Context: an optimization exercise on an open-source flow, tuned for small area and a short achievable clock period. The choices shown serve that exercise and are no tape-out recipe.
Only simulation tests tie the RTL to the original design; equivalence was not proved.
Power and IR drop assume default switching activity.

## flow/design.v

```verilog
module processelement (
  input  wire [7:0]  a,
  input  wire [7:0]  b,
  input  wire        keep,
  input  wire        clr,
  input  wire        rq,
  input  wire        rn,
  input  wire [23:0] s,
  output wire [23:0] ns,
  output wire [15:0] o
);
  wire n1;
  g_nand2 u1 (.a(a[0]), .b(b[0]), .y(n1));
  wire n2;
  g_nand2 u2 (.a(a[0]), .b(b[1]), .y(n2));
  wire n3;
  g_nand2 u3 (.a(a[0]), .b(b[2]), .y(n3));
  wire n4;
  g_nand2 u4 (.a(a[0]), .b(b[3]), .y(n4));
  wire n5;
  g_nand2 u5 (.a(a[0]), .b(b[4]), .y(n5));
  wire n6;
  g_nand2 u6 (.a(a[0]), .b(b[5]), .y(n6));
  wire n7;
  g_nand2 u7 (.a(a[0]), .b(b[6]), .y(n7));
  wire n8;
  g_nand2 u8 (.a(a[0]), .b(b[7]), .y(n8));
  wire n9;
  g_nand2 u9 (.a(a[1]), .b(b[0]), .y(n9));
  wire n10;
  g_nand2 u10 (.a(a[1]), .b(b[1]), .y(n10));
  wire n11;
  g_nand2 u11 (.a(a[1]), .b(b[2]), .y(n11));
  wire n12;
  g_nand2 u12 (.a(a[1]), .b(b[3]), .y(n12));
  wire n13;
  g_nand2 u13 (.a(a[1]), .b(b[4]), .y(n13));
  wire n14;
  g_nand2 u14 (.a(a[1]), .b(b[5]), .y(n14));
  wire n15;
  g_nand2 u15 (.a(a[1]), .b(b[6]), .y(n15));
  wire n16;
  g_nand2 u16 (.a(a[1]), .b(b[7]), .y(n16));
  wire n17;
  g_nand2 u17 (.a(a[2]), .b(b[0]), .y(n17));
  wire n18;
  g_nand2 u18 (.a(a[2]), .b(b[1]), .y(n18));
  wire n19;
  g_nand2 u19 (.a(a[2]), .b(b[2]), .y(n19));
  wire n20;
  g_nand2 u20 (.a(a[2]), .b(b[3]), .y(n20));
  wire n21;
  g_nand2 u21 (.a(a[2]), .b(b[4]), .y(n21));
  wire n22;
  g_nand2 u22 (.a(a[2]), .b(b[5]), .y(n22));
  wire n23;
  g_nand2 u23 (.a(a[2]), .b(b[6]), .y(n23));
  wire n24;
  g_nand2 u24 (.a(a[2]), .b(b[7]), .y(n24));
  wire n25;
  g_nand2 u25 (.a(a[3]), .b(b[0]), .y(n25));
  wire n26;
  g_nand2 u26 (.a(a[3]), .b(b[1]), .y(n26));
  wire n27;
  g_nand2 u27 (.a(a[3]), .b(b[2]), .y(n27));
  wire n28;
  g_nand2 u28 (.a(a[3]), .b(b[3]), .y(n28));
  wire n29;
  g_nand2 u29 (.a(a[3]), .b(b[4]), .y(n29));
  wire n30;
  g_nand2 u30 (.a(a[3]), .b(b[5]), .y(n30));
  wire n31;
  g_nand2 u31 (.a(a[3]), .b(b[6]), .y(n31));
  wire n32;
  g_nand2 u32 (.a(a[3]), .b(b[7]), .y(n32));
  wire n33;
  g_nand2 u33 (.a(a[4]), .b(b[0]), .y(n33));
  wire n34;
  g_nand2 u34 (.a(a[4]), .b(b[1]), .y(n34));
  wire n35;
  g_nand2 u35 (.a(a[4]), .b(b[2]), .y(n35));
  wire n36;
  g_nand2 u36 (.a(a[4]), .b(b[3]), .y(n36));
  wire n37;
  g_nand2 u37 (.a(a[4]), .b(b[4]), .y(n37));
  wire n38;
  g_nand2 u38 (.a(a[4]), .b(b[5]), .y(n38));
  wire n39;
  g_nand2 u39 (.a(a[4]), .b(b[6]), .y(n39));
  wire n40;
  g_nand2 u40 (.a(a[4]), .b(b[7]), .y(n40));
  wire n41;
  g_nand2 u41 (.a(a[5]), .b(b[0]), .y(n41));
  wire n42;
  g_nand2 u42 (.a(a[5]), .b(b[1]), .y(n42));
  wire n43;
  g_nand2 u43 (.a(a[5]), .b(b[2]), .y(n43));
  wire n44;
  g_nand2 u44 (.a(a[5]), .b(b[3]), .y(n44));
  wire n45;
  g_nand2 u45 (.a(a[5]), .b(b[4]), .y(n45));
  wire n46;
  g_nand2 u46 (.a(a[5]), .b(b[5]), .y(n46));
  wire n47;
  g_nand2 u47 (.a(a[5]), .b(b[6]), .y(n47));
  wire n48;
  g_nand2 u48 (.a(a[5]), .b(b[7]), .y(n48));
  wire n49;
  g_nand2 u49 (.a(a[6]), .b(b[0]), .y(n49));
  wire n50;
  g_nand2 u50 (.a(a[6]), .b(b[1]), .y(n50));
  wire n51;
  g_nand2 u51 (.a(a[6]), .b(b[2]), .y(n51));
  wire n52;
  g_nand2 u52 (.a(a[6]), .b(b[3]), .y(n52));
  wire n53;
  g_nand2 u53 (.a(a[6]), .b(b[4]), .y(n53));
  wire n54;
  g_nand2 u54 (.a(a[6]), .b(b[5]), .y(n54));
  wire n55;
  g_nand2 u55 (.a(a[6]), .b(b[6]), .y(n55));
  wire n56;
  g_nand2 u56 (.a(a[6]), .b(b[7]), .y(n56));
  wire n57;
  g_nand2 u57 (.a(a[7]), .b(b[0]), .y(n57));
  wire n58;
  g_nand2 u58 (.a(a[7]), .b(b[1]), .y(n58));
  wire n59;
  g_nand2 u59 (.a(a[7]), .b(b[2]), .y(n59));
  wire n60;
  g_nand2 u60 (.a(a[7]), .b(b[3]), .y(n60));
  wire n61;
  g_nand2 u61 (.a(a[7]), .b(b[4]), .y(n61));
  wire n62;
  g_nand2 u62 (.a(a[7]), .b(b[5]), .y(n62));
  wire n63;
  g_nand2 u63 (.a(a[7]), .b(b[6]), .y(n63));
  wire n64;
  g_nand2 u64 (.a(a[7]), .b(b[7]), .y(n64));
  wire n65;
  g_xnor2 u65 (.a(fa5), .b(n6), .y(n65));
  wire n66;
  g_or2 u66 (.a(fa5), .b(n6), .y(n66));
  wire n67;
  wire n68;
  g_fa u68 (.a(fa6), .b(n7), .c(n14), .s(n67), .co(n68));
  wire n69;
  g_xnor2 u69 (.a(n21), .b(n28), .y(n69));
  wire n70;
  g_or2 u70 (.a(n21), .b(n28), .y(n70));
  wire n71;
  wire n72;
  g_fa u72 (.a(fa7), .b(n8), .c(n15), .s(n71), .co(n72));
  wire n73;
  wire n74;
  g_fa u74 (.a(n22), .b(n29), .c(n36), .s(n73), .co(n74));
  wire n75;
  g_xnor2 u75 (.a(n43), .b(n50), .y(n75));
  wire n76;
  g_or2 u76 (.a(n43), .b(n50), .y(n76));
  wire n77;
  wire n78;
  g_fa u78 (.a(n16), .b(n23), .c(n30), .s(n77), .co(n78));
  wire n79;
  wire n80;
  g_fa u80 (.a(n37), .b(n44), .c(n51), .s(n79), .co(n80));
  wire n81;
  g_xnor2 u81 (.a(n58), .b(fa8), .y(n81));
  wire n82;
  g_or2 u82 (.a(n58), .b(fa8), .y(n82));
  wire n83;
  wire n84;
  g_fa u84 (.a(n24), .b(n31), .c(n38), .s(n83), .co(n84));
  wire n85;
  wire n86;
  g_fa u86 (.a(n45), .b(n52), .c(n59), .s(n85), .co(n86));
  wire n87;
  wire n88;
  g_fa u88 (.a(n32), .b(n39), .c(n46), .s(n87), .co(n88));
  wire n89;
  g_xnor2 u89 (.a(fa3), .b(n4), .y(n89));
  wire n90;
  g_or2 u90 (.a(fa3), .b(n4), .y(n90));
  wire n91;
  wire n92;
  g_fa u92 (.a(fa4), .b(n5), .c(n12), .s(n91), .co(n92));
  wire n93;
  g_xnor2 u93 (.a(n19), .b(n26), .y(n93));
  wire n94;
  g_or2 u94 (.a(n19), .b(n26), .y(n94));
  wire n95;
  wire n96;
  g_fa u96 (.a(n13), .b(n20), .c(n27), .s(n95), .co(n96));
  wire n97;
  wire n98;
  g_fa u98 (.a(n34), .b(n41), .c(n65), .s(n97), .co(n98));
  wire n99;
  wire n100;
  g_fa u100 (.a(n35), .b(n42), .c(n49), .s(n99), .co(n100));
  wire n101;
  wire n102;
  g_fa u102 (.a(n66), .b(n69), .c(n67), .s(n101), .co(n102));
  wire n103;
  wire n104;
  g_fa u104 (.a(n57), .b(n70), .c(n75), .s(n103), .co(n104));
  wire n105;
  wire n106;
  g_fa u106 (.a(n68), .b(n71), .c(n73), .s(n105), .co(n106));
  wire n107;
  wire n108;
  g_fa u108 (.a(n76), .b(n72), .c(n74), .s(n107), .co(n108));
  wire n109;
  wire n110;
  g_fa u110 (.a(n77), .b(n79), .c(n81), .s(n109), .co(n110));
  wire n111;
  wire n112;
  g_fa u112 (.a(fa9), .b(n78), .c(n80), .s(n111), .co(n112));
  wire n113;
  wire n114;
  g_fa u114 (.a(n83), .b(n85), .c(n82), .s(n113), .co(n114));
  wire n115;
  wire n116;
  g_fa u116 (.a(n53), .b(n60), .c(fa10), .s(n115), .co(n116));
  wire n117;
  wire n118;
  g_fa u118 (.a(n84), .b(n86), .c(n87), .s(n117), .co(n118));
  wire n119;
  wire n120;
  g_fa u120 (.a(n40), .b(n47), .c(n54), .s(n119), .co(n120));
  wire n121;
  wire n122;
  g_fa u122 (.a(n61), .b(fa11), .c(n88), .s(n121), .co(n122));
  wire n123;
  wire n124;
  g_fa u124 (.a(n48), .b(n55), .c(n62), .s(n123), .co(n124));
  wire n125;
  g_xnor2 u125 (.a(fa2), .b(n3), .y(n125));
  wire n126;
  g_or2 u126 (.a(fa2), .b(n3), .y(n126));
  wire n127;
  wire n128;
  g_fa u128 (.a(n11), .b(n18), .c(n25), .s(n127), .co(n128));
  wire n129;
  wire n130;
  g_fa u130 (.a(n33), .b(n90), .c(n93), .s(n129), .co(n130));
  wire n131;
  wire n132;
  g_fa u132 (.a(n94), .b(n92), .c(n95), .s(n131), .co(n132));
  wire n133;
  wire n134;
  g_fa u134 (.a(n96), .b(n99), .c(n98), .s(n133), .co(n134));
  wire n135;
  wire n136;
  g_fa u136 (.a(n100), .b(n103), .c(n102), .s(n135), .co(n136));
  wire n137;
  wire n138;
  g_fa u138 (.a(n104), .b(n106), .c(n107), .s(n137), .co(n138));
  wire n139;
  wire n140;
  g_fa u140 (.a(n108), .b(n111), .c(n110), .s(n139), .co(n140));
  wire n141;
  wire n142;
  g_fa u142 (.a(n112), .b(n115), .c(n117), .s(n141), .co(n142));
  wire n143;
  wire n144;
  g_fa u144 (.a(n119), .b(n116), .c(n118), .s(n143), .co(n144));
  wire n145;
  wire n146;
  g_fa u146 (.a(fa12), .b(n120), .c(n123), .s(n145), .co(n146));
  wire n147;
  wire n148;
  g_fa u148 (.a(n56), .b(n63), .c(fa13), .s(n147), .co(n148));
  wire n149;
  g_xnor2 u149 (.a(fa1), .b(n2), .y(n149));
  wire n150;
  g_or2 u150 (.a(fa1), .b(n2), .y(n150));
  wire n151;
  wire n152;
  g_fa u152 (.a(n10), .b(n17), .c(n125), .s(n151), .co(n152));
  wire n153;
  wire n154;
  g_fa u154 (.a(n126), .b(n89), .c(n127), .s(n153), .co(n154));
  wire n155;
  wire n156;
  g_fa u156 (.a(n128), .b(n91), .c(n129), .s(n155), .co(n156));
  wire n157;
  wire n158;
  g_fa u158 (.a(n130), .b(n97), .c(n131), .s(n157), .co(n158));
  wire n159;
  wire n160;
  g_fa u160 (.a(n132), .b(n101), .c(n133), .s(n159), .co(n160));
  wire n161;
  wire n162;
  g_fa u162 (.a(n105), .b(n134), .c(n135), .s(n161), .co(n162));
  wire n163;
  wire n164;
  g_fa u164 (.a(n109), .b(n136), .c(n137), .s(n163), .co(n164));
  wire n165;
  wire n166;
  g_fa u166 (.a(n113), .b(n138), .c(n139), .s(n165), .co(n166));
  wire n167;
  wire n168;
  g_fa u168 (.a(n114), .b(n140), .c(n141), .s(n167), .co(n168));
  wire n169;
  wire n170;
  g_fa u170 (.a(n121), .b(n142), .c(n143), .s(n169), .co(n170));
  wire n171;
  wire n172;
  g_fa u172 (.a(n122), .b(n145), .c(n144), .s(n171), .co(n172));
  wire n173;
  wire n174;
  g_fa u174 (.a(n124), .b(n147), .c(n146), .s(n173), .co(n174));
  wire n175;
  wire n176;
  g_fa u176 (.a(n64), .b(fa14), .c(n148), .s(n175), .co(n176));
  wire n177;
  g_xor2 u177 (.a(fa0), .b(n1), .y(n177));
  wire n178;
  g_nor2 u178 (.a(fa0), .b(n1), .y(n178));
  wire n179;
  g_xor2 u179 (.a(n149), .b(n9), .y(n179));
  wire n180;
  g_nor2 u180 (.a(n149), .b(n9), .y(n180));
  wire n181;
  g_xor2 u181 (.a(n179), .b(n178), .y(n181));
  wire n182;
  g_aoi21 u182 (.a1(n179), .a2(n178), .b1(n180), .y(n182));
  wire n183;
  g_xnor2 u183 (.a(n150), .b(n151), .y(n183));
  wire n184;
  g_or2 u184 (.a(n150), .b(n151), .y(n184));
  wire n185;
  g_xor2 u185 (.a(n183), .b(n182), .y(n185));
  wire n186;
  g_oai21 u186 (.a1(n183), .a2(n182), .b1(n184), .y(n186));
  wire n187;
  g_xor2 u187 (.a(n152), .b(n153), .y(n187));
  wire n188;
  g_nor2 u188 (.a(n152), .b(n153), .y(n188));
  wire n189;
  g_xor2 u189 (.a(n187), .b(n186), .y(n189));
  wire n190;
  g_aoi21 u190 (.a1(n187), .a2(n186), .b1(n188), .y(n190));
  wire n191;
  g_xnor2 u191 (.a(n154), .b(n155), .y(n191));
  wire n192;
  g_or2 u192 (.a(n154), .b(n155), .y(n192));
  wire n193;
  g_xor2 u193 (.a(n191), .b(n190), .y(n193));
  wire n194;
  g_oai21 u194 (.a1(n191), .a2(n190), .b1(n192), .y(n194));
  wire n195;
  g_xor2 u195 (.a(n156), .b(n157), .y(n195));
  wire n196;
  g_nor2 u196 (.a(n156), .b(n157), .y(n196));
  wire n197;
  g_xor2 u197 (.a(n195), .b(n194), .y(n197));
  wire n198;
  g_aoi21 u198 (.a1(n195), .a2(n194), .b1(n196), .y(n198));
  wire n199;
  g_xnor2 u199 (.a(n158), .b(n159), .y(n199));
  wire n200;
  g_or2 u200 (.a(n158), .b(n159), .y(n200));
  wire n201;
  g_xor2 u201 (.a(n199), .b(n198), .y(n201));
  wire n202;
  g_oai21 u202 (.a1(n199), .a2(n198), .b1(n200), .y(n202));
  wire n203;
  g_xor2 u203 (.a(n160), .b(n161), .y(n203));
  wire n204;
  g_nor2 u204 (.a(n160), .b(n161), .y(n204));
  wire n205;
  g_xor2 u205 (.a(n203), .b(n202), .y(n205));
  wire n206;
  g_aoi21 u206 (.a1(n203), .a2(n202), .b1(n204), .y(n206));
  wire n207;
  g_xor2 u207 (.a(n176), .b(fa15), .y(n207));
  wire n208;
  g_xor2 u208 (.a(s[9]), .b(s[10]), .y(n208));
  wire n209;
  g_nor2 u209 (.a(s[9]), .b(s[10]), .y(n209));
  wire n210;
  g_xor2 u210 (.a(s[11]), .b(s[12]), .y(n210));
  wire n211;
  g_nor2 u211 (.a(s[11]), .b(s[12]), .y(n211));
  wire n212;
  g_xor2 u212 (.a(s[13]), .b(s[14]), .y(n212));
  wire n213;
  g_nor2 u213 (.a(s[13]), .b(s[14]), .y(n213));
  wire n214;
  g_xor2 u214 (.a(s[15]), .b(s[16]), .y(n214));
  wire n215;
  g_nor2 u215 (.a(s[15]), .b(s[16]), .y(n215));
  wire n216;
  g_xor2 u216 (.a(s[17]), .b(s[18]), .y(n216));
  wire n217;
  g_nor2 u217 (.a(s[17]), .b(s[18]), .y(n217));
  wire n218;
  g_xor2 u218 (.a(s[19]), .b(s[20]), .y(n218));
  wire n219;
  g_nor2 u219 (.a(s[19]), .b(s[20]), .y(n219));
  wire n220;
  g_xor2 u220 (.a(s[21]), .b(s[22]), .y(n220));
  wire n221;
  g_nor2 u221 (.a(s[21]), .b(s[22]), .y(n221));
  wire n222;
  g_inv u222 (.a(s[8]), .y(n222));
  wire n223;
  g_aoi21 u223 (.a1(n208), .a2(n222), .b1(n209), .y(n223));
  wire n224;
  g_aoi21 u224 (.a1(n212), .a2(n211), .b1(n213), .y(n224));
  wire n225;
  g_nand2 u225 (.a(n212), .b(n210), .y(n225));
  wire n226;
  g_aoi21 u226 (.a1(n216), .a2(n215), .b1(n217), .y(n226));
  wire n227;
  g_nand2 u227 (.a(n216), .b(n214), .y(n227));
  wire n228;
  g_aoi21 u228 (.a1(n220), .a2(n219), .b1(n221), .y(n228));
  wire n229;
  g_nand2 u229 (.a(n220), .b(n218), .y(n229));
  wire n230;
  g_inv u230 (.a(n223), .y(n230));
  wire n231;
  g_aoi21 u231 (.a1(n210), .a2(n230), .b1(n211), .y(n231));
  wire n232;
  g_oai21 u232 (.a1(n225), .a2(n223), .b1(n224), .y(n232));
  wire n233;
  g_inv u233 (.a(n226), .y(n233));
  wire n234;
  g_aoi21 u234 (.a1(n218), .a2(n233), .b1(n219), .y(n234));
  wire n235;
  g_inv u235 (.a(n227), .y(n235));
  wire n236;
  g_nand2 u236 (.a(n218), .b(n235), .y(n236));
  wire n237;
  g_oai21 u237 (.a1(n229), .a2(n226), .b1(n228), .y(n237));
  wire n238;
  g_nor2 u238 (.a(n229), .b(n227), .y(n238));
  wire n239;
  g_aoi21 u239 (.a1(n214), .a2(n232), .b1(n215), .y(n239));
  wire n240;
  g_inv u240 (.a(n232), .y(n240));
  wire n241;
  g_oai21 u241 (.a1(n227), .a2(n240), .b1(n226), .y(n241));
  wire n242;
  g_oai21 u242 (.a1(n236), .a2(n240), .b1(n234), .y(n242));
  wire n243;
  g_aoi21 u243 (.a1(n238), .a2(n232), .b1(n237), .y(n243));
  wire n244;
  g_inv u244 (.a(s[23]), .y(n244));
  wire n245;
  g_nor2 u245 (.a(n244), .b(n243), .y(n245));
  wire n246;
  g_xnor2 u246 (.a(n208), .b(s[8]), .y(n246));
  wire n247;
  g_xnor2 u247 (.a(n210), .b(n223), .y(n247));
  wire n248;
  g_xnor2 u248 (.a(n212), .b(n231), .y(n248));
  wire n249;
  g_xor2 u249 (.a(n214), .b(n232), .y(n249));
  wire n250;
  g_xnor2 u250 (.a(n216), .b(n239), .y(n250));
  wire n251;
  g_xor2 u251 (.a(n218), .b(n241), .y(n251));
  wire n252;
  g_xor2 u252 (.a(n220), .b(n242), .y(n252));
  wire n253;
  g_xnor2 u253 (.a(s[23]), .b(n243), .y(n253));
  wire fa0;
  g_and2 u254 (.a(s[0]), .b(rn), .y(o[0]));
  g_nand2 u255 (.a(s[0]), .b(keep), .y(fa0));
  wire fa1;
  g_and2 u256 (.a(s[1]), .b(rn), .y(o[1]));
  g_nand2 u257 (.a(s[1]), .b(keep), .y(fa1));
  wire fa2;
  g_and2 u258 (.a(s[2]), .b(rn), .y(o[2]));
  g_nand2 u259 (.a(s[2]), .b(keep), .y(fa2));
  wire fa3;
  g_and2 u260 (.a(s[3]), .b(rn), .y(o[3]));
  g_nand2 u261 (.a(s[3]), .b(keep), .y(fa3));
  wire fa4;
  g_and2 u262 (.a(s[4]), .b(rn), .y(o[4]));
  g_nand2 u263 (.a(s[4]), .b(keep), .y(fa4));
  wire fa5;
  g_and2 u264 (.a(s[5]), .b(rn), .y(o[5]));
  g_nand2 u265 (.a(s[5]), .b(keep), .y(fa5));
  wire fa6;
  g_and2 u266 (.a(s[6]), .b(rn), .y(o[6]));
  g_nand2 u267 (.a(s[6]), .b(keep), .y(fa6));
  wire fa7;
  g_and2 u268 (.a(s[7]), .b(rn), .y(o[7]));
  g_nand2 u269 (.a(s[7]), .b(keep), .y(fa7));
  wire fa8;
  g_and2 u270 (.a(n246), .b(rn), .y(o[8]));
  g_nand2 u271 (.a(n246), .b(keep), .y(fa8));
  wire fa9;
  g_and2 u272 (.a(n247), .b(rn), .y(o[9]));
  g_nand2 u273 (.a(n247), .b(keep), .y(fa9));
  wire fa10;
  g_and2 u274 (.a(n248), .b(rn), .y(o[10]));
  g_nand2 u275 (.a(n248), .b(keep), .y(fa10));
  wire fa11;
  g_and2 u276 (.a(n249), .b(rn), .y(o[11]));
  g_nand2 u277 (.a(n249), .b(keep), .y(fa11));
  wire fa12;
  g_and2 u278 (.a(n250), .b(rn), .y(o[12]));
  g_nand2 u279 (.a(n250), .b(keep), .y(fa12));
  wire fa13;
  g_and2 u280 (.a(n251), .b(rn), .y(o[13]));
  g_nand2 u281 (.a(n251), .b(keep), .y(fa13));
  wire fa14;
  g_and2 u282 (.a(n252), .b(rn), .y(o[14]));
  g_nand2 u283 (.a(n252), .b(keep), .y(fa14));
  wire fa15;
  g_and2 u284 (.a(n253), .b(rn), .y(o[15]));
  g_nand2 u285 (.a(n253), .b(keep), .y(fa15));
  assign ns[0] = n177;
  assign ns[1] = n181;
  assign ns[2] = n185;
  assign ns[3] = n189;
  assign ns[4] = n193;
  assign ns[5] = n197;
  assign ns[6] = n201;
  assign ns[7] = n205;
  assign ns[8] = n206;
  assign ns[9] = n162;
  assign ns[10] = n163;
  assign ns[11] = n164;
  assign ns[12] = n165;
  assign ns[13] = n166;
  assign ns[14] = n167;
  assign ns[15] = n168;
  assign ns[16] = n169;
  assign ns[17] = n170;
  assign ns[18] = n171;
  assign ns[19] = n172;
  assign ns[20] = n173;
  assign ns[21] = n174;
  assign ns[22] = n175;
  assign ns[23] = n207;
endmodule
module g_and2 (input wire a, b, output wire y);
  assign y = a & b;
endmodule
module g_aoi21 (input wire a1, a2, b1, output wire y);
  assign y = ~((a1 & a2) | b1);
endmodule
module g_fa (input wire a, b, c, output wire s, co);
  assign s = a ^ b ^ c;
  assign co = (a & b) | (a & c) | (b & c);
endmodule
module g_inv (input wire a, output wire y);
  assign y = ~a;
endmodule
module g_nand2 (input wire a, b, output wire y);
  assign y = ~(a & b);
endmodule
module g_nor2 (input wire a, b, output wire y);
  assign y = ~(a | b);
endmodule
module g_oai21 (input wire a1, a2, b1, output wire y);
  assign y = ~((a1 | a2) & b1);
endmodule
module g_or2 (input wire a, b, output wire y);
  assign y = a | b;
endmodule
module g_xnor2 (input wire a, b, output wire y);
  assign y = ~(a ^ b);
endmodule
module g_xor2 (input wire a, b, output wire y);
  assign y = a ^ b;
endmodule
module systolicCU
(
 input  wire clk, reset,
 input  wire [7:0] a1,
 output reg  clr1, clr2, clr4,
 output reg  keep1, keep2, keep4
);
  localparam s0 = 4'd0, s1 = 4'd1, s2 = 4'd2, s3 = 4'd3, s4 = 4'd4, s5 = 4'd5,
             s6 = 4'd6, s7 = 4'd7, s8 = 4'd8, s9 = 4'd9, s10 = 4'd10;
  reg [3:0] state_reg;
  reg [3:0] state_next;
  always @(*) begin
    case (state_reg)
      s0:      state_next = (a1 != 8'd0) ? s1 : s0;
      s10:     state_next = s3;
      default: state_next = (state_reg > s10) ? s0 : state_reg + 4'd1;
    endcase
  end
  always @(posedge clk) begin
    if (reset) state_reg <= s0;
    else       state_reg <= state_next;
    clr1  <= reset | (state_next == s8);
    clr2  <= reset | (state_next == s9);
    clr4  <= reset | (state_next == s10);
    keep1 <= ~(reset | (state_next == s8));
    keep2 <= ~(reset | (state_next == s9));
    keep4 <= ~(reset | (state_next == s10));
  end
endmodule
module systolictop
(
 input  wire clk, reset,
 input  wire [7:0] a1, a2, b1, b2,
 input  wire [2:0] i, j,
 output wire [15:0] c1, c2, c3, c4
);
  reg  [7:0]  a12, b13, a34, b24;
  reg         rst_q;       
  reg         rst_n;       
  reg  [23:0] s1, s2, s3, s4;
  wire [23:0] ns1, ns2, ns3, ns4;
  wire clr1, clr2, clr4, keep1, keep2, keep4;    
  systolicCU ctrl1 (.clk(clk), .reset(reset), .a1(a1), .clr1(clr1), .clr2(clr2), .clr4(clr4),
                    .keep1(keep1), .keep2(keep2), .keep4(keep4));
  always @(posedge clk) begin
    rst_q <= reset;
    rst_n <= ~reset;
    if (reset) begin
      a12 <= 8'd0; b13 <= 8'd0; a34 <= 8'd0; b24 <= 8'd0;
    end else begin
      a12 <= a1; b13 <= b1; a34 <= a2; b24 <= b2;
    end
  end
  processelement pe1 (.a(a1), .b(b1), .keep(keep1), .clr(clr1), .rq(rst_q), .rn(rst_n),
                      .s(s1), .ns(ns1), .o(c1));
  processelement pe2 (.a(a12), .b(b2), .keep(keep2), .clr(clr2), .rq(rst_q), .rn(rst_n),
                      .s(s2), .ns(ns2), .o(c2));
  processelement pe3 (.a(a2), .b(b13), .keep(keep2), .clr(clr2), .rq(rst_q), .rn(rst_n),
                      .s(s3), .ns(ns3), .o(c3));
  processelement pe4 (.a(a34), .b(b24), .keep(keep4), .clr(clr4), .rq(rst_q), .rn(rst_n),
                      .s(s4), .ns(ns4), .o(c4));
  always @(posedge clk) begin
    s1 <= ns1; s2 <= ns2; s3 <= ns3; s4 <= ns4;
  end
endmodule
```

## flow/flow/run.sh

```bash
#!/bin/bash
# Layout flow: the standard flow (standard.sh: ORFS synthesis to the final layout) with
#  - the port buffers made of buf_2 instead of the cell buffer_ports picks by default,
#  - clock tree synthesis without dummy load cells.
# ORFS writes each tool's log under orfs/logs; this script's own output goes to flow_run.log.
set -e
exec > flow_run.log 2>&1
export BUFFER_PORTS_ARGS="-buffer_cell sky130_fd_sc_hd__buf_2"
export CTS_ARGS="-sink_clustering_enable -repair_clock_nets -dont_use_dummy_load -sink_clustering_size 30 -sink_clustering_max_diameter 80 -buf_list {sky130_fd_sc_hd__clkbuf_4 sky130_fd_sc_hd__clkbuf_8}"
bash standard.sh
```

## flow/standard.sh

```bash
#!/bin/bash
# synth_recipe.tcl (not shown) runs the flow's synth.tcl, then flattens the netlist and writes it again
# the make line also repeats each setting of config.mk as NAME=value (left out here)
make -C /OpenROAD-flow-scripts/flow DESIGN_CONFIG=/design/flow/config.mk WORK_HOME=/design/flow/orfs CLKGATE_MAP_FILE= SYNTH_SCRIPT=/design/flow/synth_recipe.tcl "${@:-finish}"
```

## flow/config.mk

```make
export PLATFORM = sky130hd
export DESIGN_NAME = systolictop
export DESIGN_NICKNAME = systolictop
export VERILOG_FILES = /design/flow/design.v
export SDC_FILE = /design/flow/constraint.sdc
export NUM_CORES = 4
export LEC_CHECK = 0
export CAP_MARGIN = 20
export CORE_MARGIN = 2
export CORE_UTILIZATION = 60
export PLACE_DENSITY = 0.7
export SETUP_SLACK_MARGIN = 2.8
export SLEW_MARGIN = 20
export SYNTH_HIERARCHICAL = 1
export SYNTH_MINIMUM_KEEP_SIZE = 0
```

## flow/constraint.sdc

```tcl
create_clock -name core_clock -period 6.6 [get_ports {clk}]
set_input_delay 1.3200 -clock core_clock [delete_from_list [all_inputs] [get_ports {clk}]]
set_output_delay 1.3200 -clock core_clock [all_outputs]
set_load 0.01 [all_outputs]
```

==> results of run 1 <==
[power groups by stage]
stage	logic, µW	registers [µW]	clock network [µW]
final	2330	1270	501
after CTS	2340	1270	515
after global placement	2260	1270	0
after floorplan	2410	1240	0
after detailed placement	2320	1290	0
after global routing	2650	1300	553
[layout make-up]
type | count | area share
well taps | 265 | 0.0271
clock buffers | 17 | 0.0191
inverters | 26 | 0.00797
repair buffers | 98 | 0.0403
multi-input cells | 983 | 0.683
flip-flops and latches | 136 | 0.223
[worst paths after layout]
| kind | startpoint | end | slack [ps] | cells past startpoint |
|---|---|---|---|---|
| min | s3[0]$_DFF_P_ | s3[0]$_DFF_P_ | 510 | 2 |
| max | a1[1] | s1[7]$_DFF_P_ | 2960 | 9 |
| min reg2reg | s3[0]$_DFF_P_ | s3[0]$_DFF_P_ | 510 | 2 |
| max reg2reg | ctrl1.keep2$_DFF_P_ | s2[7]$_DFF_P_ | 3170 | 8 |
[through the flow]
step	hold slack [ps]	utilization	cell area, µm²	total power (µW)	std cells
floorplan	582	-	11900	3640	1244
global placement	493	0.616	12000	3530	1508
detailed placement	497	0.616	12000	3600	1508
CTS	507	0.628	12200	4130	1525
global route	536	0.629	12200	4510	1525
finish	508	0.629	12200	4100	1525
[tightest hold or removal path, delay by kind of cell (launching register included)]
kind,cells,cell delay [ps]
XOR/XNOR,1,60
flip-flops,1,310
AND/OR/NAND/NOR,1,90
[what timing repair did]
item	in CTS	in global routing
setup endpoints to repair	0	10
endpoints found under the hold margin	0	0
gates resized for setup	0	5
[layer usage]
layer	wire length [µm]	global-route usage
met5	0	0
met1	10400	0.318
met2	12000	0.423
met3	1060	0.0438
met4	333	0.0741
[cell usage in the layout (no fill, tap or decap), types with 2 or more instances in the layout]
| master | count |
|---|---|
| nand2_1 | 336 |
| ha_1 | 3 |
| inv_1 | 25 |
| nand2b_1 | 2 |
| o21ai_2 | 4 |
| nor4_1 | 2 |
| xnor2_1 | 64 |
| nor2_1 | 56 |
| xor2_1 | 92 |
| clkbuf_8 | 17 |
| a21oi_1 | 3 |
| nor2b_1 | 33 |
| a21oi_2 | 50 |
| fa_1 | 192 |
| or2_1 | 44 |
| buf_2 | 97 |
| and2_1 | 64 |
| dfxtp_1 | 134 |
| o21ai_1 | 24 |
==> results.json, run 1 <==
{
  "run_status": "complete, no violations",
  "cts_root_buf": "clkbuf_8",
  "io_pins": 104,
  "clk_path_buf_depth": 2,
  "start_util": 0.612,
  "first_pass_iters": 6,
  "drtIter0Drc": 327,
  "seq_area_um2": 2730,
  "setup_tns_ps": 0,
  "vdd_ir_drop_max_uv": 274,
  "die_w_um": 145,
  "setup_viol": 0,
  "via_count": 7950,
  "die_h_um": 145,
  "gr-usage-all-layers": 0.246,
  "slowest_stage": "fa_1",
  "critical_path_arrival_ps": 4010,
  "wl_per_cell_um": 15.6,
  "grt_max_degree": 65,
  "endpoint_kind": "register",
  "synthesis.area_um2": 11900,
  "cts.sinks": 136,
  "dp_hpwl_mm": 18.2,
  "ys_warn_count": 8,
  "cp-start-kind": "primary input",
  "io_buffers": 97,
  "path_buf_inv": 1,
  "multi_input_area_um2": 8360,
  "syn_nets": 1479,
  "syn2layout_area_growth_pct": 2.82,
  "p_sw_uw": 1770,
  "worstMarginPinSlew_ps": 703,
  "power_leakage_uw": 0.00424,
  "rsz0062_at_grt": "true",
  "slew_headroom": 0.531,
  "critPathTopFamily": "adder cells",
  "switching_share": 0.431,
  "worst_path_most_repeated_cell": "fa_1",
  "layout-drive-gt1-share": 0.138,
  "maxCapViolCount": 0,
  "synthCells": 1244,
  "critPathKind": "primary input to register",
  "insertion_delay_ps": 450,
  "cts_buffers": 17,
  "gp_congestion": 0.832,
  "clk_pin_slew_ps": 70,
  "final_hold_viol_count": 0,
  "grt_pass1_wl_mm": 39.9,
  "power.density_nw_per_um2": 335,
  "drc": 0,
  "rows": 51,
  "hp-class": "register to register",
  "ctsHoldBuffers": 0,
  "totalWireLength_mm": 23.7,
  "antenna_found_initial": 0,
  "post-route-period-util": 0.552,
  "cts_setup_buffers": 0,
  "slew_violations": 0,
  "worstPathMaxFanout": 10,
  "fin_worst_skew_ps": 23.0,
  "final_nets": 1497,
  "n_antenna_cell": 0,
  "p_comb_frac": 0.568,
  "layout_setup_ws_ps": 2960,
  "place_ws_ps": 2530,
  "synth.avg_cell_area_um2": 9.57,
  "vias_per_cell": 5.21,
  "max_stage_delay_ps": 560,
  "dieArea_um2": 21000,
  "pwr-share-seq": 0.310,
  "h-tree-depth": 4,
  "worstPathCellList": "buf_2 -> nand2_1 -> fa_1 -> fa_1 -> fa_1 -> xor2_1 -> a21oi_2 -> o21ai_1 -> xor2_1",
  "clkPwrFrac": 0.122,
  "overflow": 0,
  "fin_crit_ps": 3640,
  "cts_tree": "built",
  "grt_pass1_vias": 8420,
  "detail-route-antenna-nets": 0,
  "n_fill_cell": 1684,
  "internal-power_uw": 2330,
  "core_area_um2": 19500,
  "max_freq_mhz": 275,
  "cp.required_ps": 6970
}
==> inputs of run 2 (changes only) <==
==> flow/flow/run.sh (replaced) <==
#!/bin/bash
# Layout flow: the standard flow (standard.sh: ORFS synthesis to the final layout) with
#  - the port buffers made of buf_2 instead of the cell buffer_ports picks by default,
#  - clock tree synthesis without dummy load cells,
#  - before floorplanning, combinational cells set to drive strength 1 (flow/downsize.tcl);
#    the flow's timing repair sizes up the ones that need it.
# ORFS writes each tool's log under orfs/logs; this script's own output goes to flow_run.log.
set -e
exec > flow_run.log 2>&1
export BUFFER_PORTS_ARGS="-buffer_cell sky130_fd_sc_hd__buf_2"
export CTS_ARGS="-sink_clustering_enable -repair_clock_nets -dont_use_dummy_load -buf_list {sky130_fd_sc_hd__clkbuf_4 sky130_fd_sc_hd__clkbuf_8}"
export PRE_FLOORPLAN_TCL="$(pwd)/flow/downsize.tcl"
bash standard.sh
==> flow/flow/downsize.tcl (new file) <==
# Before floorplanning: set the combinational cells that synthesis mapped at a drive strength
# above 1 back to strength 1. The timing repair steps of the flow size up the ones that need it.
set n 0
foreach inst [[ord::get_db_block] getInsts] {
  set m [[$inst getMaster] getName]
  if {[regexp {^sky130_fd_sc_hd__(a21oi|o21ai|nand2|nor2|xor2|xnor2|and2|or2|nor2b|nand3|inv|a21o|o21a|nand2b|and3|or3|nor3)_([2-9]|1[0-9])$} $m -> base sz]} {
    set target sky130_fd_sc_hd__${base}_1
    if {[get_lib_cells -quiet */$target] ne ""} {
      replace_cell [$inst getName] $target
      incr n
    }
  }
}
puts "downsize.tcl: $n cells set to drive strength 1"
==> results.json, run 2 <==
{
  "run_status": "complete, no violations",
  "insertion_delay_ps": 450,
  "fin_crit_ps": 3670,
  "rows": 51,
  "vias_per_cell": 5.19,
  "final_nets": 1498,
  "hp-class": "register to register",
  "cp.required_ps": 5280,
  "stdcell_count": 1527,
  "grt_pass1_vias": 8090,
  "postLayoutCellArea_um2": 12100,
  "grt_max_degree": 65,
  "synth.avg_cell_area_um2": 9.42,
  "slew_headroom": 0.313,
  "io_pins": 104,
  "antenna_found_initial": 2,
  "slew_violations": 0,
  "cp-start-kind": "register",
  "final_common_cell": "nand2_1",
  "cts_buffers": 17,
  "gr-usage-all-layers": 0.241,
  "path_depth": 8,
  "endpoint_kind": "primary output",
  "placed_cells": 1509,
  "hold_path_depth": 2,
  "detail-route-antenna-nets": 0,
  "grt_pass1_wl_mm": 38.8,
  "first_pass_iters": 5,
  "finalPower_uw": 4000,
  "core_area_um2": 19300,
  "start_util": 0.606,
  "maxCapViolCount": 0,
  "setup_viol": 0,
  "slowest_stage": "o21ai_1",
  "final_hold_viol_count": 0,
  "rsz0062_at_grt": "false",
  "syn2layout_area_growth_pct": 2.88,
  "setup_tns_ps": 0,
  "drtIter0Drc": 331,
  "die_h_um": 144,
  "layout-drive-gt1-share": 0.0967,
  "power_leakage_uw": 0.00421,
  "dieArea_um2": 20700,
  "h-tree-depth": 4,
  "dp_hpwl_mm": 17.7,
  "die_w_um": 144,
  "gp_congestion": 0.840,
  "cts_root_buf": "clkbuf_8",
  "worstMarginPinSlew_ps": 1030,
  "io_buffers": 97,
  "wl_per_cell_um": 15.1,
  "via_count": 7924,
  "path_buf_inv": 2,
  "synthCells": 1244,
  "overflow": 0,
  "synthesis.area_um2": 11700,
  "worstPathCellList": "xor2_1 -> a21oi_1 -> o21ai_1 -> inv_1 -> o21ai_1 -> xor2_1 -> and2_1 -> buf_2",
  "post-route-period-util": 0.556,
  "max_stage_delay_ps": 380,
  "regToRegSetupSlack_ps": 3180,
  "cts_tree": "built",
  "fin_util": 0.624,
  "layout_common_cells": "nand2_1 (336), fa_1 (192), dfxtp_1 (135)",
  "power.density_nw_per_um2": 332,
  "syn_nets": 1479,
  "critical_path_arrival_ps": 2350,
  "critPathTopFamily": "compound AO/OA/AOI/OAI gates",
  "drc": 0,
  "n_fill_cell": 1715,
  "critPathKind": "register to primary output",
  "placed_cell_area_um2": 11800,
  "rr_worst_depth": 7,
  "max_freq_mhz": 273,
  "cts_setup_buffers": 0,
  "clk_path_buf_depth": 2,
  "worstPathMaxFanout": 4,
  "ys_warn_count": 8,
  "totalWireLength_mm": 23.0,
  "clk_pin_slew_ps": 70,
  "fin_worst_skew_ps": 24.9,
  "cts.sinks": 136,
  "vdd_ir_drop_max_uv": 217
}
run 2: worst paths after layout:
path                             from             to
setup / recovery        s3[9]$_DFF_P_         c3[13]
hold / removal          s4[0]$_DFF_P_  s4[0]$_DFF_P_
setup reg to reg  ctrl1.keep1$_DFF_P_  s1[7]$_DFF_P_
hold reg to reg         s4[0]$_DFF_P_  s4[0]$_DFF_P_
run 2: through the flow:
| stage | setup WS [ps] | hold WS (ps) |
|---|---|---|
| 3_3_place_gp | 2580 | 493 |
| 2_1_floorplan | 2870 | 570 |
| 4_1_cts | 2880 | 508 |
| 5_1_grt | 2810 | 528 |
| 3_5_place_dp | 2550 | 496 |
| 6_report | 2930 | 506 |
run 2: final cells by class:
type	instances	area, µm²	area share
multi-input cells	983	8170	0.677
flip-flops and latches	136	2720	0.226
inverters	26	97.6	0.00809
well taps	265	332	0.0275
repair buffers	99	500	0.0415
diodes	1	2.50	0.000208
clock buffers	17	234	0.0194
run 2: repair_timing:
| item | 4_1_cts | 5_1_grt |
|---|---|---|
| gates resized for setup | 0 | 3 |
| hold buffers | 0 | 0 |
| endpoints found under the setup margin | 0 | 6 |
run 2: layer usage:
metal,GRT usage,up-vias,share of wire,wire length [µm]
met4,0.0588,2,0.0083,192
met5,0,-,0.00048,11
met3,0.0380,15,0.050,1160
met2,0.410,190,0.50,11600
li1,-,3781,-,-
met1,0.327,3936,0.44,10100
run 2: tightest hold or removal path: cells and delay by family, from the launching register on:
| kind | cells | cell delay (ps) |
|---|---|---|
| xor+xnor | 1 | 60 |
| flops | 1 | 300 |
| simple gates | 1 | 90 |
run 2: power breakdown:
part | switching [µW] | internal [µW] | total [µW]
Sequential | 170 | 1090 | 1260
Clock | 282 | 226 | 509
Combinational | 1240 | 989 | 2230
Total | 1700 | 2310 | 4000
==> inputs of run 3 (changes only) <==
--- a/flow/config.mk
+++ b/flow/config.mk
@@ -10,5 +10,5 @@
 export CORE_UTILIZATION = 60
 export PLACE_DENSITY = 0.7
-export SETUP_SLACK_MARGIN = 2.8
+export SETUP_SLACK_MARGIN = 3.0
 export SLEW_MARGIN = 20
 export SYNTH_HIERARCHICAL = 1
==> results.json, run 3 <==
{
  "run_status": "complete, no violations",
  "hold_path_depth": 2,
  "wl_per_cell_um": 15.1,
  "dieArea_um2": 20700,
  "grt_pass1_wl_mm": 38.2,
  "slowest_stage": "fa_1",
  "final_nets": 1505,
  "drc": 0,
  "worstPathMaxFanout": 9,
  "cp.required_ps": 6960,
  "slew_headroom": 0.336,
  "grt_pass1_vias": 8004,
  "detail-route-antenna-nets": 0,
  "synthCells": 1244,
  "cts_root_buf": "clkbuf_8",
  "finalPower_uw": 4150,
  "slew_violations": 0,
  "r2r-end": "s1[7]$_DFF_P_",
  "via_count": 7980,
  "ys_warn_count": 8,
  "vias_per_cell": 5.21,
  "syn2layout_area_growth_pct": 5.06,
  "post-route-period-util": 0.537,
  "min_to": "s4[0]$_DFF_P_",
  "worst_path_most_repeated_cell": "fa_1",
  "dp_hpwl_mm": 17.9,
  "syn_nets": 1479,
  "overflow": 0,
  "worstPathCellList": "buf_2 -> nand2_4 -> fa_1 -> fa_2 -> fa_1 -> fa_1 -> xor2_2 -> xor2_1",
  "regToRegSetupSlack_ps": 3210,
  "layout_common_cells": "nand2_1 (333), fa_1 (189), dfxtp_1 (135)",
  "n_fill_cell": 1659,
  "max_stage_delay_ps": 590,
  "critical_path_arrival_ps": 3910,
  "power_leakage_uw": 0.00430,
  "power.density_nw_per_um2": 337,
  "timing.rr.start": "ctrl1.keep1$_DFF_P_",
  "min_from": "s4[0]$_DFF_P_",
  "clk_path_buf_depth": 2,
  "insertion_delay_ps": 440,
  "critPathTopFamily": "adder cells",
  "gr-usage-all-layers": 0.237,
  "antenna_found_initial": 1,
  "fin_crit_ps": 3550,
  "final_common_cell": "nand2_1",
  "fin_worst_skew_ps": 17.9,
  "core_area_um2": 19300,
  "cts_buffers": 17,
  "h-tree-depth": 4,
  "final_hold_viol_count": 0,
  "setup_viol": 0,
  "synth.avg_cell_area_um2": 9.42,
  "totalWireLength_mm": 23.2,
  "rr_worst_depth": 7,
  "path_buf_inv": 1,
  "first_pass_iters": 5,
  "vdd_ir_drop_max_uv": 231,
  "maxCapViolCount": 0,
  "worstMarginPinSlew_ps": 995,
  "clk_pin_slew_ps": 70,
  "drtIter0Drc": 381,
  "start_util": 0.606,
  "rows": 51,
  "io_buffers": 97,
  "critPathKind": "primary input to register",
  "setup_tns_ps": 0,
  "layout-drive-gt1-share": 0.125,
  "cp-start-kind": "primary input",
  "io_pins": 104,
  "max_freq_mhz": 282,
  "hp-class": "register to register",
  "cts_tree": "built",
  "cts.sinks": 136,
  "die_h_um": 144,
  "rsz0062_at_grt": "false",
  "grt_max_degree": 65,
  "gp_congestion": 0.843,
  "synthesis.area_um2": 11700,
  "endpoint_kind": "register",
  "n_antenna_cell": 0,
  "die_w_um": 144
}
[run 3: worst max path at each step]
stage	slack (ps)	startpoint	to	depth (start not counted)
after CTS	2990	s1[9]$_DFF_P_	c1[13]	8
final	3050	b1[6]	s1[7]$_DFF_P_	8
after floorplan	2890	a2[1]	s3[7]$_DFF_P_	9
after global placement	2590	a1[0]	s1[7]$_DFF_P_	8
after global routing	2970	s4[12]$_DFF_P_	c4[14]	8
after detailed placement	2580	a1[0]	s1[7]$_DFF_P_	10
[run 3: cell type report]
type	instances	area (µm²)	area share
Clock buffer	17	234	0.0190
Inverter	26	97.6	0.00793
Multi-Input combinational cell	983	8360	0.679
Sequential cell	136	2720	0.221
Tap cell	265	332	0.0269
Timing Repair Buffer	106	563	0.0457
[run 3: routing by layer]
metal | track usage | share of wire | wire, µm | vias up
met4 | 0.0681 | 0.014 | 333 | 2
met2 | 0.401 | 0.50 | 11600 | 190
met5 | 0 | 0.00048 | 11 | -
met1 | 0.317 | 0.44 | 10100 | 3977
met3 | 0.0400 | 0.047 | 1090 | 30
li1 | - | - | - | 3781
[run 3: per-stage QoR]
stage / instance area (µm²) / std cells / hold WS, ps / utilization / setup slack, ps
3_5_place_dp: 11800 / 1509 / 496 / 0.612 / 2580
5_1_grt: 12300 / 1533 / 533 / 0.637 / 2970
3_3_place_gp: 11800 / 1509 / 493 / 0.612 / 2590
2_1_floorplan: 11700 / 1244 / 570 / - / 2890
6_report: 12300 / 1533 / 506 / 0.637 / 3050
4_1_cts: 12100 / 1526 / 508 / 0.625 / 2990
[run 3: report_power, final]
group | internal (µW) | switching, µW | leakage (µW) | total, µW
sequential | 1090 | 192 | 0.00113 | 1290
combinational | 1070 | 1300 | 0.00305 | 2360
clock | 226 | 273 | 0.000122 | 500
total | 2380 | 1760 | 0.00430 | 4150
[run 3: tightest hold or removal path, delay by kind of cell (launching register included)]
family	cells	cell delay, ps
XOR/XNOR	1	60
AND/OR/NAND/NOR	1	90
flip-flops	1	310
[run 3: repair_timing]
item                                    CTS  global route
hold buffers                              0             0
endpoints found under the setup margin   10            16
gates resized for setup                   4            30
pin swaps                                 0             7
buffers inserted                          0             7
==> inputs of run 4 (changes only) <==
--- a/flow/design.v
+++ b/flow/design.v
@@ -315,5 +315,5 @@
   g_fa u176 (.a(n64), .b(fa14), .c(n148), .s(n175), .co(n176));
   wire n177;
-  g_xor2 u177 (.a(fa0), .b(n1), .y(n177));
+  g_xnor2 u177 (.a(fa0), .b(n1), .y(n177));
   wire n178;
   g_nor2 u178 (.a(fa0), .b(n1), .y(n178));
@@ -323,5 +323,5 @@
   g_nor2 u180 (.a(n149), .b(n9), .y(n180));
   wire n181;
-  g_xor2 u181 (.a(n179), .b(n178), .y(n181));
+  g_xnor2 u181 (.a(n179), .b(n178), .y(n181));
   wire n182;
   g_aoi21 u182 (.a1(n179), .a2(n178), .b1(n180), .y(n182));
@@ -331,5 +331,5 @@
   g_or2 u184 (.a(n150), .b(n151), .y(n184));
   wire n185;
-  g_xor2 u185 (.a(n183), .b(n182), .y(n185));
+  g_xnor2 u185 (.a(n183), .b(n182), .y(n185));
   wire n186;
   g_oai21 u186 (.a1(n183), .a2(n182), .b1(n184), .y(n186));
@@ -339,5 +339,5 @@
   g_nor2 u188 (.a(n152), .b(n153), .y(n188));
   wire n189;
-  g_xor2 u189 (.a(n187), .b(n186), .y(n189));
+  g_xnor2 u189 (.a(n187), .b(n186), .y(n189));
   wire n190;
   g_aoi21 u190 (.a1(n187), .a2(n186), .b1(n188), .y(n190));
@@ -347,5 +347,5 @@
   g_or2 u192 (.a(n154), .b(n155), .y(n192));
   wire n193;
-  g_xor2 u193 (.a(n191), .b(n190), .y(n193));
+  g_xnor2 u193 (.a(n191), .b(n190), .y(n193));
   wire n194;
   g_oai21 u194 (.a1(n191), .a2(n190), .b1(n192), .y(n194));
@@ -355,5 +355,5 @@
   g_nor2 u196 (.a(n156), .b(n157), .y(n196));
   wire n197;
-  g_xor2 u197 (.a(n195), .b(n194), .y(n197));
+  g_xnor2 u197 (.a(n195), .b(n194), .y(n197));
   wire n198;
   g_aoi21 u198 (.a1(n195), .a2(n194), .b1(n196), .y(n198));
@@ -363,5 +363,5 @@
   g_or2 u200 (.a(n158), .b(n159), .y(n200));
   wire n201;
-  g_xor2 u201 (.a(n199), .b(n198), .y(n201));
+  g_xnor2 u201 (.a(n199), .b(n198), .y(n201));
   wire n202;
   g_oai21 u202 (.a1(n199), .a2(n198), .b1(n200), .y(n202));
@@ -371,5 +371,5 @@
   g_nor2 u204 (.a(n160), .b(n161), .y(n204));
   wire n205;
-  g_xor2 u205 (.a(n203), .b(n202), .y(n205));
+  g_xnor2 u205 (.a(n203), .b(n202), .y(n205));
   wire n206;
   g_aoi21 u206 (.a1(n203), .a2(n202), .b1(n204), .y(n206));
@@ -453,67 +453,67 @@
   g_nor2 u245 (.a(n244), .b(n243), .y(n245));
   wire n246;
-  g_xnor2 u246 (.a(n208), .b(s[8]), .y(n246));
+  g_xor2 u246 (.a(n208), .b(s[8]), .y(n246));
   wire n247;
-  g_xnor2 u247 (.a(n210), .b(n223), .y(n247));
+  g_xor2 u247 (.a(n210), .b(n223), .y(n247));
   wire n248;
-  g_xnor2 u248 (.a(n212), .b(n231), .y(n248));
+  g_xor2 u248 (.a(n212), .b(n231), .y(n248));
   wire n249;
-  g_xor2 u249 (.a(n214), .b(n232), .y(n249));
+  g_xnor2 u249 (.a(n214), .b(n232), .y(n249));
   wire n250;
-  g_xnor2 u250 (.a(n216), .b(n239), .y(n250));
+  g_xor2 u250 (.a(n216), .b(n239), .y(n250));
   wire n251;
-  g_xor2 u251 (.a(n218), .b(n241), .y(n251));
+  g_xnor2 u251 (.a(n218), .b(n241), .y(n251));
   wire n252;
-  g_xor2 u252 (.a(n220), .b(n242), .y(n252));
+  g_xnor2 u252 (.a(n220), .b(n242), .y(n252));
   wire n253;
-  g_xnor2 u253 (.a(s[23]), .b(n243), .y(n253));
+  g_xor2 u253 (.a(s[23]), .b(n243), .y(n253));
   wire fa0;
-  g_and2 u254 (.a(s[0]), .b(rn), .y(o[0]));
-  g_nand2 u255 (.a(s[0]), .b(keep), .y(fa0));
+  g_nor2 u254 (.a(s[0]), .b(rq), .y(o[0]));
+  g_nand2 u255 (.a(o[0]), .b(keep), .y(fa0));
   wire fa1;
-  g_and2 u256 (.a(s[1]), .b(rn), .y(o[1]));
-  g_nand2 u257 (.a(s[1]), .b(keep), .y(fa1));
+  g_nor2 u256 (.a(s[1]), .b(rq), .y(o[1]));
+  g_nand2 u257 (.a(o[1]), .b(keep), .y(fa1));
   wire fa2;
-  g_and2 u258 (.a(s[2]), .b(rn), .y(o[2]));
-  g_nand2 u259 (.a(s[2]), .b(keep), .y(fa2));
+  g_nor2 u258 (.a(s[2]), .b(rq), .y(o[2]));
+  g_nand2 u259 (.a(o[2]), .b(keep), .y(fa2));
   wire fa3;
-  g_and2 u260 (.a(s[3]), .b(rn), .y(o[3]));
-  g_nand2 u261 (.a(s[3]), .b(keep), .y(fa3));
+  g_nor2 u260 (.a(s[3]), .b(rq), .y(o[3]));
+  g_nand2 u261 (.a(o[3]), .b(keep), .y(fa3));
   wire fa4;
-  g_and2 u262 (.a(s[4]), .b(rn), .y(o[4]));
-  g_nand2 u263 (.a(s[4]), .b(keep), .y(fa4));
+  g_nor2 u262 (.a(s[4]), .b(rq), .y(o[4]));
+  g_nand2 u263 (.a(o[4]), .b(keep), .y(fa4));
   wire fa5;
-  g_and2 u264 (.a(s[5]), .b(rn), .y(o[5]));
-  g_nand2 u265 (.a(s[5]), .b(keep), .y(fa5));
+  g_nor2 u264 (.a(s[5]), .b(rq), .y(o[5]));
+  g_nand2 u265 (.a(o[5]), .b(keep), .y(fa5));
   wire fa6;
-  g_and2 u266 (.a(s[6]), .b(rn), .y(o[6]));
-  g_nand2 u267 (.a(s[6]), .b(keep), .y(fa6));
+  g_nor2 u266 (.a(s[6]), .b(rq), .y(o[6]));
+  g_nand2 u267 (.a(o[6]), .b(keep), .y(fa6));
   wire fa7;
-  g_and2 u268 (.a(s[7]), .b(rn), .y(o[7]));
-  g_nand2 u269 (.a(s[7]), .b(keep), .y(fa7));
+  g_nor2 u268 (.a(s[7]), .b(rq), .y(o[7]));
+  g_nand2 u269 (.a(o[7]), .b(keep), .y(fa7));
   wire fa8;
-  g_and2 u270 (.a(n246), .b(rn), .y(o[8]));
-  g_nand2 u271 (.a(n246), .b(keep), .y(fa8));
+  g_nor2 u270 (.a(n246), .b(rq), .y(o[8]));
+  g_nand2 u271 (.a(o[8]), .b(keep), .y(fa8));
   wire fa9;
-  g_and2 u272 (.a(n247), .b(rn), .y(o[9]));
-  g_nand2 u273 (.a(n247), .b(keep), .y(fa9));
+  g_nor2 u272 (.a(n247), .b(rq), .y(o[9]));
+  g_nand2 u273 (.a(o[9]), .b(keep), .y(fa9));
   wire fa10;
-  g_and2 u274 (.a(n248), .b(rn), .y(o[10]));
-  g_nand2 u275 (.a(n248), .b(keep), .y(fa10));
+  g_nor2 u274 (.a(n248), .b(rq), .y(o[10]));
+  g_nand2 u275 (.a(o[10]), .b(keep), .y(fa10));
   wire fa11;
-  g_and2 u276 (.a(n249), .b(rn), .y(o[11]));
-  g_nand2 u277 (.a(n249), .b(keep), .y(fa11));
+  g_nor2 u276 (.a(n249), .b(rq), .y(o[11]));
+  g_nand2 u277 (.a(o[11]), .b(keep), .y(fa11));
   wire fa12;
-  g_and2 u278 (.a(n250), .b(rn), .y(o[12]));
-  g_nand2 u279 (.a(n250), .b(keep), .y(fa12));
+  g_nor2 u278 (.a(n250), .b(rq), .y(o[12]));
+  g_nand2 u279 (.a(o[12]), .b(keep), .y(fa12));
   wire fa13;
-  g_and2 u280 (.a(n251), .b(rn), .y(o[13]));
-  g_nand2 u281 (.a(n251), .b(keep), .y(fa13));
+  g_nor2 u280 (.a(n251), .b(rq), .y(o[13]));
+  g_nand2 u281 (.a(o[13]), .b(keep), .y(fa13));
   wire fa14;
-  g_and2 u282 (.a(n252), .b(rn), .y(o[14]));
-  g_nand2 u283 (.a(n252), .b(keep), .y(fa14));
+  g_nor2 u282 (.a(n252), .b(rq), .y(o[14]));
+  g_nand2 u283 (.a(o[14]), .b(keep), .y(fa14));
   wire fa15;
-  g_and2 u284 (.a(n253), .b(rn), .y(o[15]));
-  g_nand2 u285 (.a(n253), .b(keep), .y(fa15));
+  g_nor2 u284 (.a(n253), .b(rq), .y(o[15]));
+  g_nand2 u285 (.a(o[15]), .b(keep), .y(fa15));
   assign ns[0] = n177;
   assign ns[1] = n181;
@@ -541,7 +541,4 @@
   assign ns[23] = n207;
 endmodule
-module g_and2 (input wire a, b, output wire y);
-  assign y = a & b;
-endmodule
 module g_aoi21 (input wire a1, a2, b1, output wire y);
   assign y = ~((a1 & a2) | b1);
--- a/flow/config.mk
+++ b/flow/config.mk
@@ -10,5 +10,5 @@
 export CORE_UTILIZATION = 60
 export PLACE_DENSITY = 0.7
-export SETUP_SLACK_MARGIN = 3.0
+export SETUP_SLACK_MARGIN = 3.2
 export SLEW_MARGIN = 20
 export SYNTH_HIERARCHICAL = 1
==> results.json, run 4 <==
{
  "cp.required_ps": 6920,
  "internal-power_uw": 2090,
  "ys_warn_count": 8,
  "layout_common_cells": "nand2_1 (318), fa_1 (170), nor2_1 (120)",
  "cts_buffers": 17,
  "cp-start-kind": "primary input",
  "max_stage_delay_ps": 600,
  "run_status": "complete, no violations",
  "die_h_um": 143,
  "vdd_ir_drop_max_uv": 259,
  "layout_setup_ws_ps": 3210,
  "drtIter0Drc": 407,
  "worstPathCellList": "buf_2 -> nand2_1 -> fa_1 -> fa_1 -> fa_1 -> xnor2_1 -> o21ai_2 -> xnor2_1",
  "critPathKind": "primary input to register",
  "max_freq_mhz": 295,
  "rows": 50,
  "setup_tns_ps": 0,
  "die_w_um": 143,
  "grt_pass1_wl_mm": 40.2,
  "rsz0062_at_grt": "true",
  "n_fill_cell": 1562,
  "cts_root_buf": "clkbuf_8",
  "synthesis.area_um2": 11600,
  "totalWireLength_mm": 24.3,
  "grt_max_degree": 41,
  "dp_hpwl_mm": 18.1,
  "pwr-share-seq": 0.341,
  "p_comb_frac": 0.517,
  "wl_per_cell_um": 15.8,
  "final_hold_viol_count": 0,
  "first_pass_iters": 7,
  "final_nets": 1510,
  "power.density_nw_per_um2": 281,
  "synthCells": 1243,
  "setup_viol": 0,
  "slew_headroom": 0.549,
  "overflow": 0,
  "ctsHoldBuffers": 0,
  "layout-drive-gt1-share": 0.187,
  "worstMarginPinSlew_ps": 677,
  "syn2layout_area_growth_pct": 9.01,
  "post-route-period-util": 0.514,
  "hp-class": "register to register",
  "h-tree-depth": 4,
  "final_common_cell": "nand2_1",
  "clkPwrFrac": 0.143,
  "endpoint_kind": "register",
  "fin_worst_skew_ps": 13.1,
  "multi_input_area_um2": 8470,
  "via_count": 8055,
  "slew_violations": 0,
  "detail-route-antenna-nets": 0,
  "cts_tree": "built",
  "drc": 0,
  "maxCapViolCount": 0,
  "dieArea_um2": 20400,
  "clk_path_buf_depth": 2,
  "io_pins": 104,
  "io_buffers": 97,
  "antenna_found_initial": 1,
  "clk_pin_slew_ps": 70,
  "synth.avg_cell_area_um2": 9.30,
  "worstPathMaxFanout": 10,
  "seq_area_um2": 2760,
  "critical_path_arrival_ps": 3710,
  "power_leakage_uw": 0.00414,
  "gp_congestion": 0.834,
  "insertion_delay_ps": 440,
  "switching_share": 0.409,
  "gr-usage-all-layers": 0.252,
  "slowest_stage": "fa_1",
  "worst_path_most_repeated_cell": "fa_1",
  "vias_per_cell": 5.25,
  "grt_pass1_vias": 8425,
  "core_area_um2": 18800,
  "fin_crit_ps": 3390,
  "start_util": 0.614,
  "cts.sinks": 136,
  "place_ws_ps": 2640,
  "p_sw_uw": 1450,
  "syn_nets": 1478,
  "stdcell_count": 1534,
  "placed_cells": 1502
}
run 4: power groups by stage:
stage | logic, µW | clock network, µW | registers [µW]
after floorplan | 1610 | 0 | 1160
after global placement | 1580 | 0 | 1190
after detailed placement | 1630 | 0 | 1190
after CTS | 1710 | 527 | 1170
after global routing | 2050 | 559 | 1230
final | 1830 | 505 | 1210
run 4: through the flow:
| stage | util | total power [µW] | hold slack (ps) | instance area (µm²) |
|---|---|---|---|---|
| after floorplan | - | 2770 | 570 | 11700 |
| after global placement | 0.627 | 2770 | 530 | 11800 |
| after detailed placement | 0.627 | 2820 | 537 | 11800 |
| after CTS | 0.647 | 3410 | 549 | 12200 |
| after global routing | 0.669 | 3840 | 612 | 12600 |
| final | 0.669 | 3540 | 540 | 12600 |
run 4: layout make-up:
class                   count  share of cell area
flip-flops and latches    136               0.219
repair buffers            112              0.0559
well taps                 260              0.0258
multi-input cells         983               0.673
inverters                  25             0.00745
diodes                      1            0.000199
clock buffers              17              0.0186
run 4: layer usage:
metal  wire [µm]  share of wire  global-route usage  up-vias
met5           0              0                   0        -
met4         548          0.023              0.0839        0
met3        1200          0.050              0.0493       48
met2       12100           0.50               0.423      227
met1       10400           0.43               0.332     3985
li1            -              -                   -     3795
run 4: critical path: cells and delay by family:
| kind | cells | cell delay (ps) |
|---|---|---|
| buffers and inverters | 1 | 220 |
| and+or+nand+nor | 1 | 120 |
| xor gates and xnor gates | 2 | 420 |
| adders and majority gates | 3 | 1510 |
| AOI/OAI and AO/OA | 1 | 120 |
run 4: worst paths after layout:
kind	from	end	slack (ps)	cells past startpoint
worst max register to register	ctrl1.keep2$_DFF_P_	s2[7]$_DFF_P_	3440	8
worst max-delay path	a1[4]	s1[7]$_DFF_P_	3210	8
worst min-delay path	s1[0]$_DFF_P_	s1[0]$_DFF_P_	540	3
worst min register to register	s1[0]$_DFF_P_	s1[0]$_DFF_P_	540	3
run 4: repair_timing:
item,CTS,global route
resized for setup,30,82
pin swaps,6,24
endpoints found under the hold margin,0,0
setup endpoints to repair,22,25
buffers inserted,4,10
==> inputs of run 5 (changes only) <==
--- a/flow/config.mk
+++ b/flow/config.mk
@@ -10,5 +10,5 @@
 export CORE_UTILIZATION = 60
 export PLACE_DENSITY = 0.7
-export SETUP_SLACK_MARGIN = 3.2
+export SETUP_SLACK_MARGIN = 3.1
 export SLEW_MARGIN = 20
 export SYNTH_HIERARCHICAL = 1
==> results.json, run 5 <==
{
  "slew_headroom": 0.542,
  "worstPathCellList": "buf_2 -> nand2_4 -> fa_1 -> fa_2 -> fa_1 -> fa_1 -> xor2_1 -> a21oi_1",
  "detail-route-antenna-nets": 0,
  "endpoint_kind": "register",
  "max_freq_mhz": 292,
  "n_antenna_cell": 0,
  "hold_path_depth": 3,
  "p_sw_uw": 1400,
  "stdcell_count": 1527,
  "via_count": 8042,
  "post-route-period-util": 0.519,
  "io_pins": 104,
  "p_comb_frac": 0.505,
  "drtIter0Drc": 330,
  "antenna_found_initial": 1,
  "run_status": "complete, no violations",
  "cts_root_buf": "clkbuf_8",
  "clk_pin_slew_ps": 60,
  "clk_path_buf_depth": 2,
  "synthCells": 1243,
  "die_w_um": 143,
  "grt_pass1_vias": 8140,
  "cts_tree": "built",
  "critical_path_arrival_ps": 3750,
  "pwr-share-seq": 0.347,
  "vdd_ir_drop_max_uv": 224,
  "cp-start-kind": "primary input",
  "synth.avg_cell_area_um2": 9.30,
  "h-tree-depth": 4,
  "gr-usage-all-layers": 0.246,
  "dp_hpwl_mm": 17.8,
  "wl_per_cell_um": 15.3,
  "regToRegSetupSlack_ps": 3270,
  "core_area_um2": 18800,
  "power.density_nw_per_um2": 281,
  "drc": 0,
  "overflow": 0,
  "die_h_um": 143,
  "min_to": "s3[0]$_DFF_P_",
  "slew_violations": 0,
  "timing.rr.start": "rst_q$_DFF_P_",
  "layout-drive-gt1-share": 0.137,
  "r2r-end": "s2[8]$_DFF_P_",
  "insertion_delay_ps": 450,
  "grt_pass1_wl_mm": 39.2,
  "start_util": 0.614,
  "max_stage_delay_ps": 530,
  "final_nets": 1504,
  "synthesis.area_um2": 11600,
  "maxCapViolCount": 0,
  "syn_nets": 1478,
  "slowest_stage": "fa_1",
  "dieArea_um2": 20400,
  "io_buffers": 97,
  "cp.required_ps": 6920,
  "internal-power_uw": 2030,
  "final_hold_viol_count": 0,
  "final_common_cell": "nand2_1",
  "hp-class": "register to register",
  "vias_per_cell": 5.27,
  "clkPwrFrac": 0.148,
  "critPathKind": "primary input to register",
  "first_pass_iters": 5,
  "rsz0062_at_grt": "true",
  "rows": 50,
  "multi_input_area_um2": 8240,
  "setup_viol": 0,
  "rr_worst_depth": 9,
  "worstMarginPinSlew_ps": 687,
  "n_fill_cell": 1593,
  "fin_crit_ps": 3430,
  "power_leakage_uw": 0.00402,
  "min_from": "s3[0]$_DFF_P_",
  "gp_congestion": 0.829,
  "switching_share": 0.408,
  "worstPathMaxFanout": 9,
  "hold_ws_ps": 542,
  "layout_common_cells": "nand2_1 (332), fa_1 (187), dfxtp_1 (130)",
  "setup_tns_ps": 0,
  "fin_worst_skew_ps": 17.5,
  "cts.sinks": 136,
  "grt_max_degree": 41,
  "placed_cells": 1503,
  "seq_area_um2": 2730,
  "worst_path_most_repeated_cell": "fa_1",
  "finalPower_uw": 3430,
  "ys_warn_count": 8,
  "syn2layout_area_growth_pct": 5.75,
  "totalWireLength_mm": 23.4,
  "ctsHoldBuffers": 0,
  "cts_buffers": 17
}
-- run 5: area by class of cell --
| class | instances | area share |
|---|---|---|
| tap | 260 | 0.0266 |
| timing repair buffer | 106 | 0.0483 |
| sequential | 136 | 0.224 |
| inverter | 25 | 0.00768 |
| clock buffer | 17 | 0.0191 |
| multi-input combinational | 983 | 0.675 |
-- run 5: worst max-delay path by stage --
stage	startpoint	to	slack (ps)	cells after the start
final	a2[0]	s3[8]$_DFF_P_	3170	8
after global routing	s3[12]$_DFF_P_	c3[13]	3080	8
after CTS	rst_q$_DFF_P_	s2[8]$_DFF_P_	3020	9
after detailed placement	a1[1]	s1[8]$_DFF_P_	2650	8
after global placement	a1[1]	s1[8]$_DFF_P_	2670	9
after floorplan	a2[1]	s3[8]$_DFF_P_	2950	9
-- run 5: worst max-delay path: cells and delay by family --
family / cells / cell delay (ps)
xor+xnor: 1 / 220
simple gates: 1 / 70
buf+inv: 1 / 220
compound gates: 1 / 100
fa+ha+maj: 4 / 1820
-- run 5: power by group through the flow --
| stage | logic [µW] | registers [µW] | clock network [µW] |
|---|---|---|---|
| final | 1730 | 1190 | 507 |
| after floorplan | 1590 | 1160 | 0 |
| after CTS | 1640 | 1170 | 529 |
| after global placement | 1580 | 1180 | 0 |
| after detailed placement | 1620 | 1190 | 0 |
| after global routing | 1950 | 1220 | 560 |
-- run 5: through the flow --
step | utilization | worst slack [ps] | area (µm²)
3_5_place_dp | 0.621 | 2650 | 11700
6_report | 0.649 | 3170 | 12200
4_1_cts | 0.635 | 3020 | 12000
5_1_grt | 0.649 | 3080 | 12200
2_1_floorplan | - | 2950 | 11600
3_3_place_gp | 0.621 | 2670 | 11700
-- run 5: what timing repair did --
item / in CTS / in global routing
pin swaps: 0 / 10
gates resized for setup: 6 / 49
setup buffers: 0 / 7
endpoints found under the setup margin: 15 / 23
-- run 5: layer usage --
metal	up-vias	global-route usage	part of all wire	routed length, µm
met3	40	0.0439	0.048	1120
met4	0	0.0818	0.021	491
li1	3782	-	-	-
met5	-	0	0	0
met1	4013	0.342	0.45	10400
met2	207	0.396	0.49	11400

[re-timing with driven ports]
Ports are ideal in the flow. The routed layouts listed here were re-timed in OpenROAD. Step 1: set_driving_cell puts a clkbuf_16 on clk and a buf_2 on each other input, an assumption about the parent block. Step 2, shift: input delay + t, output delay - t, t = (earliest + latest rising clock arrival at the registers) / 2. This alone moves slack from input paths to output paths. a / b / c = no drivers / after step 1 / after step 2; a / b = the first two.
run	t (ns)	setup WS [ns]	worst register clock-pin slew, ns	cell pins on the clock port's net
run 1	0.479	2.959 / 2.961 / 2.501	0.08 / 0.08	1
run 2	0.481	2.933 / 2.891 / 2.525	0.08 / 0.08	1
run 3	0.479	3.055 / 3.079 / 2.600	0.08 / 0.08	1
run 4	0.471	3.210 / 3.213 / 2.743	0.07 / 0.07	1
run 5	0.477	3.174 / 3.187 / 2.711	0.08 / 0.08	1
After both steps setup and hold are still met in every run listed. The setup slack of run 4, which loses most, moves by +0.003 ns with the drivers and by -0.467 ns with both steps.
